This is an optimization exercise on Yosys and OpenROAD, whose aim is small area, a short achievable clock period and few clock cycles, not a production implementation. The RTL was checked by simulation tests, not by an equivalence proof against the original design. Power figures rest on the tool's default switching activity, not on a simulated workload.

run 1:
// cnn
module cnn(
  input             clk,
  input             rst,
  input             en,
  input      [7:0]  ps_rd,
  input      [7:0]  in_rd,
  input      [7:0]  w_rd,
  input      [7:0]  b_rd,
  input      [7:0]  out_rd,
  output reg        done,
  output     [15:0] ps_ra,
  output     [15:0] in_ad,
  output reg        in_we,
  output     [7:0]  in_wd,
  output     [15:0] w_ra,
  output     [15:0] b_ra,
  output     [15:0] out_ad,
  output reg        out_we,
  output     [7:0]  out_wd
);
reg s_idle, s_load, s_init, s_calc, s_conv, s_cdrn, s_pool, s_pdrn;
reg [7:0] pR, pC, pM, pN, pK, pS, pIR, pIC, pnIR, pnIC, pnP;
reg [3:0] pa;
assign ps_ra = {12'd0, pa};
reg [15:0] dN;     
reg [15:0] dT;     
reg [15:0] SmS;    
reg [15:0] dCh;    
reg [15:0] NKK;    
reg        nkdone;
reg [1:0]  q;                  
reg        ph1, ph2, ph3;      
reg        se_conv, adv, adv_blk, adv_row, adv_quad, adv_last;   
reg [7:0]  j, i, n, tc, tr;    
reg [5:0]  mq;                 
reg [15:0] la, vb, tb;         
wire [7:0] j1 = j + 8'd1, i1 = i + 8'd1, n1 = n + 8'd1, tc1 = tc + 8'd1, tr1 = tr + 8'd1;
wire [6:0] mq1 = {1'b0, mq} + 7'd1;
wire il  = (i1 == pK);
wire nl  = (n1 == pN);
reg jl, il_r, nl_r, tcl, trl, tap_first, blk_last, quad_last, conv_last;
always @(posedge clk) begin
  jl <= (j1 == pK); il_r <= il; nl_r <= nl;
  tcl <= (tc == {1'b0, pC[7:1]});
  trl <= (tr == {1'b0, pR[7:1]});
  tap_first <= (j == 8'd0) & (i == 8'd0) & (n == 8'd0);
  blk_last  <= (j1 == pK) & il & nl;
  quad_last <= (j1 == pK) & il & nl & (tc == {1'b0, pC[7:1]}) & (tr == {1'b0, pR[7:1]});
  conv_last <= (j1 == pK) & il & nl & (tc == {1'b0, pC[7:1]}) & (tr == {1'b0, pR[7:1]}) &
               ({mq1, 2'b00} >= {1'b0, pM});
end
wire [15:0] tb_next = tcl ? (trl ? 16'd0 : tb + dT) : tb + {7'd0, pS, 1'b0};
reg  [15:0] vb_next;    
always @(posedge clk) vb_next <= blk_last ? tb_next : vb + (~jl ? 16'd1 : ~il_r ? {8'd0, pIC} : dN);
reg [15:0] wv, wa, wb;
reg        wval, wfirst, wlast, wqlast;
reg [5:0]  wmq;
wire [15:0] wa_add = wa + (ph3 ? 16'd1 : NKK);
wire [15:0] wv_next = wval ? (wlast ? (wqlast ? wa_add : wb) : wv + 16'd1) : wv;
assign in_ad  = la;
assign w_ra   = wa;
assign b_ra   = {8'd0, wmq, q};
  ...
For scale: ~5300 cells after synthesis, ~910 flip-flops, ~140 I/O pins.
==> flow/config.mk <==
export PLATFORM = sky130hd
export DESIGN_NAME = cnn
export DESIGN_NICKNAME = cnn
export VERILOG_FILES = /design/flow/design.v
export SDC_FILE = /design/flow/constraint.sdc
export NUM_CORES = 4
export LEC_CHECK = 0
export CAP_MARGIN = 20
export CORE_MARGIN = 2
export CORE_UTILIZATION = 65
export CTS_BUF_LIST = sky130_fd_sc_hd__clkbuf_8
export PLACE_DENSITY = 0.75
export SLEW_MARGIN = 20
==> flow/constraint.sdc <==
create_clock -name core_clock -period 11.0 [get_ports {clk}]
set_input_delay 2.2000 -clock core_clock [delete_from_list [all_inputs] [get_ports {clk}]]
set_output_delay 2.2000 -clock core_clock [all_outputs]
set_load 0.01 [all_outputs]
standard.sh (not shown) runs the stock make flow with config.mk's settings and CLKGATE_MAP_FILE= SYNTH_SCRIPT=/design/flow/synth_recipe.tcl, a recipe that flattens the netlist after the stock synthesis.
==> flow/flow/run.sh <==
#!/bin/bash
set -euo pipefail
export BUFFER_PORTS_ARGS="-buffer_cell sky130_fd_sc_hd__buf_2"
export SETUP_SLACK_MARGIN=7
bash standard.sh > standard.log 2>&1
Testbench counts of run 1, summed over its fixed seeds: cycles 2,423,744.
The following lists how run 2 was set up differently from run 1:
- CTS_CLUSTER_DIAMETER: unset -> 200
- CTS_BUF_LIST: sky130_fd_sc_hd__clkbuf_8 -> sky130_fd_sc_hd__clkbuf_16
- SETUP_SLACK_MARGIN: unset -> 5
- CTS_CLUSTER_SIZE: unset -> 25
==> flow/run.sh (new file) <==
#!/bin/bash
# synth_recipe.tcl (not shown) runs the flow's synth.tcl, then flattens the netlist and writes it again
# the make line also repeats each setting of config.mk as NAME=value (left out here)
make -C /OpenROAD-flow-scripts/flow DESIGN_CONFIG=/design/flow/config.mk WORK_HOME=/design/flow/orfs CLKGATE_MAP_FILE= SYNTH_SCRIPT=/design/flow/synth_recipe.tcl finish
removed: flow/flow/run.sh
removed: flow/standard.sh
### Flow results
Between run 1 and run 2, the detailed-placement wirelength estimate is higher for run 2.
Run 2 ended up with sky130_fd_sc_hd__dfxtp_1 as its cell with the largest stage delay on the worst path; run 1 ended up with sky130_fd_sc_hd__edfxtp_1.
Going from run 1 to run 2, final critical-path share of the clock period grows by 4.8 points.
Multi-input logic portion of the cell area: run 1 and run 2 compared, lower one is run 1
The inputs of run 3 differ from those of run 2 as listed below.
- SETUP_SLACK_MARGIN removed (was 5)
- CORE_UTILIZATION changed from 65 to 70
- PLACE_DENSITY changed from 0.75 to 0.78
==> flow/flow/run.sh (new file) <==
#!/bin/bash
set -euo pipefail
export BUFFER_PORTS_ARGS="-buffer_cell sky130_fd_sc_hd__buf_2"
export SETUP_SLACK_MARGIN=7.5
bash standard.sh > standard.log 2>&1
==> flow/standard.sh (new file) <==
#!/bin/bash
# synth_recipe.tcl (not shown) runs the flow's synth.tcl, then flattens the netlist and writes it again
# the make line also repeats each setting of config.mk as NAME=value (left out here)
make -C /OpenROAD-flow-scripts/flow DESIGN_CONFIG=/design/flow/config.mk WORK_HOME=/design/flow/orfs CLKGATE_MAP_FILE= SYNTH_SCRIPT=/design/flow/synth_recipe.tcl "${@:-finish}"
removed: flow/run.sh
==> comparison <==
Where die area is concerned, run 2 is outperformed by run 3. Against run 2, die height in run 3 fell by a few percent. The estimated power of run 3 ends up higher than the estimate for run 2. Share of final-layout standard cells stronger than drive strength 1: run 3 > run 2. Run 3 vs run 2, design area went up by about 0.9%. NOTE final weighted congestion in routability-driven placement run 2->run 3 increased slightly. On internal power, run 2 and run 3 are basically level.
--- input diff run 3..run 4 ---
- PLACE_DENSITY changed from 0.78 to 0.75
- CORE_UTILIZATION changed from 70 to 65
==> flow/flow/run.sh <==
#!/bin/bash
set -euo pipefail
export BUFFER_PORTS_ARGS="-buffer_cell sky130_fd_sc_hd__buf_2"
export SETUP_SLACK_MARGIN=7.8
bash standard.sh > standard.log 2>&1
## What came out
Run 4 completed; timing, DRC and antenna clean. Of run 4 and run 3, the lower number of antenna diodes belongs to run 3. Delta (run 4 minus run 3): power consumption has increased; leakage power grew by about 2.7%; count of cells resized by post-cts repair has increased. Compared with run 3, run 4 shows final instance count without filler cells that has gone up by a few percent. First-pass GRT wire length grows by a few percent when moving from run 3 to run 4. Of run 4 and run 3, run 4 shows the lower HPWL after detailed placement, with run 3 above it.

==> port drivers added, routing unchanged <==
In the flow no input, the clock included, has a driving cell. The finished layouts below were timed again as built, in two steps.
Step 1 sets driving cells, clkbuf_16 on the clock port and buf_2 on the other inputs (assumed; they add their load-dependent delay and slew).
Step 2 adds t to the input delays and takes it off the output delays; t is the mean of the earliest and latest rising clock arrival at the registers after step 1. Input paths then give back, and output paths get back, about the clock's delay inside the block.
Slacks: no drivers / after step 1 / after step 2; pairs: no drivers / after step 1.
run | t (ns) | slack for setup (ns) | worst hold slack (ns)
run 1 | 0.839 | 7.082 / 7.029 / 7.082 | 0.309 / 0.309 / 0.309
run 2 | 0.692 | 6.551 / 6.551 / 6.551 | 0.321 / 0.321 / 0.321
run 3 | 0.688 | 7.435 / 7.435 / 7.435 | 0.311 / 0.311 / 0.311
run 4 | 0.698 | 7.571 / 7.497 / 7.612 | 0.316 / 0.316 / 0.316
After both steps every run listed still meets setup and hold.
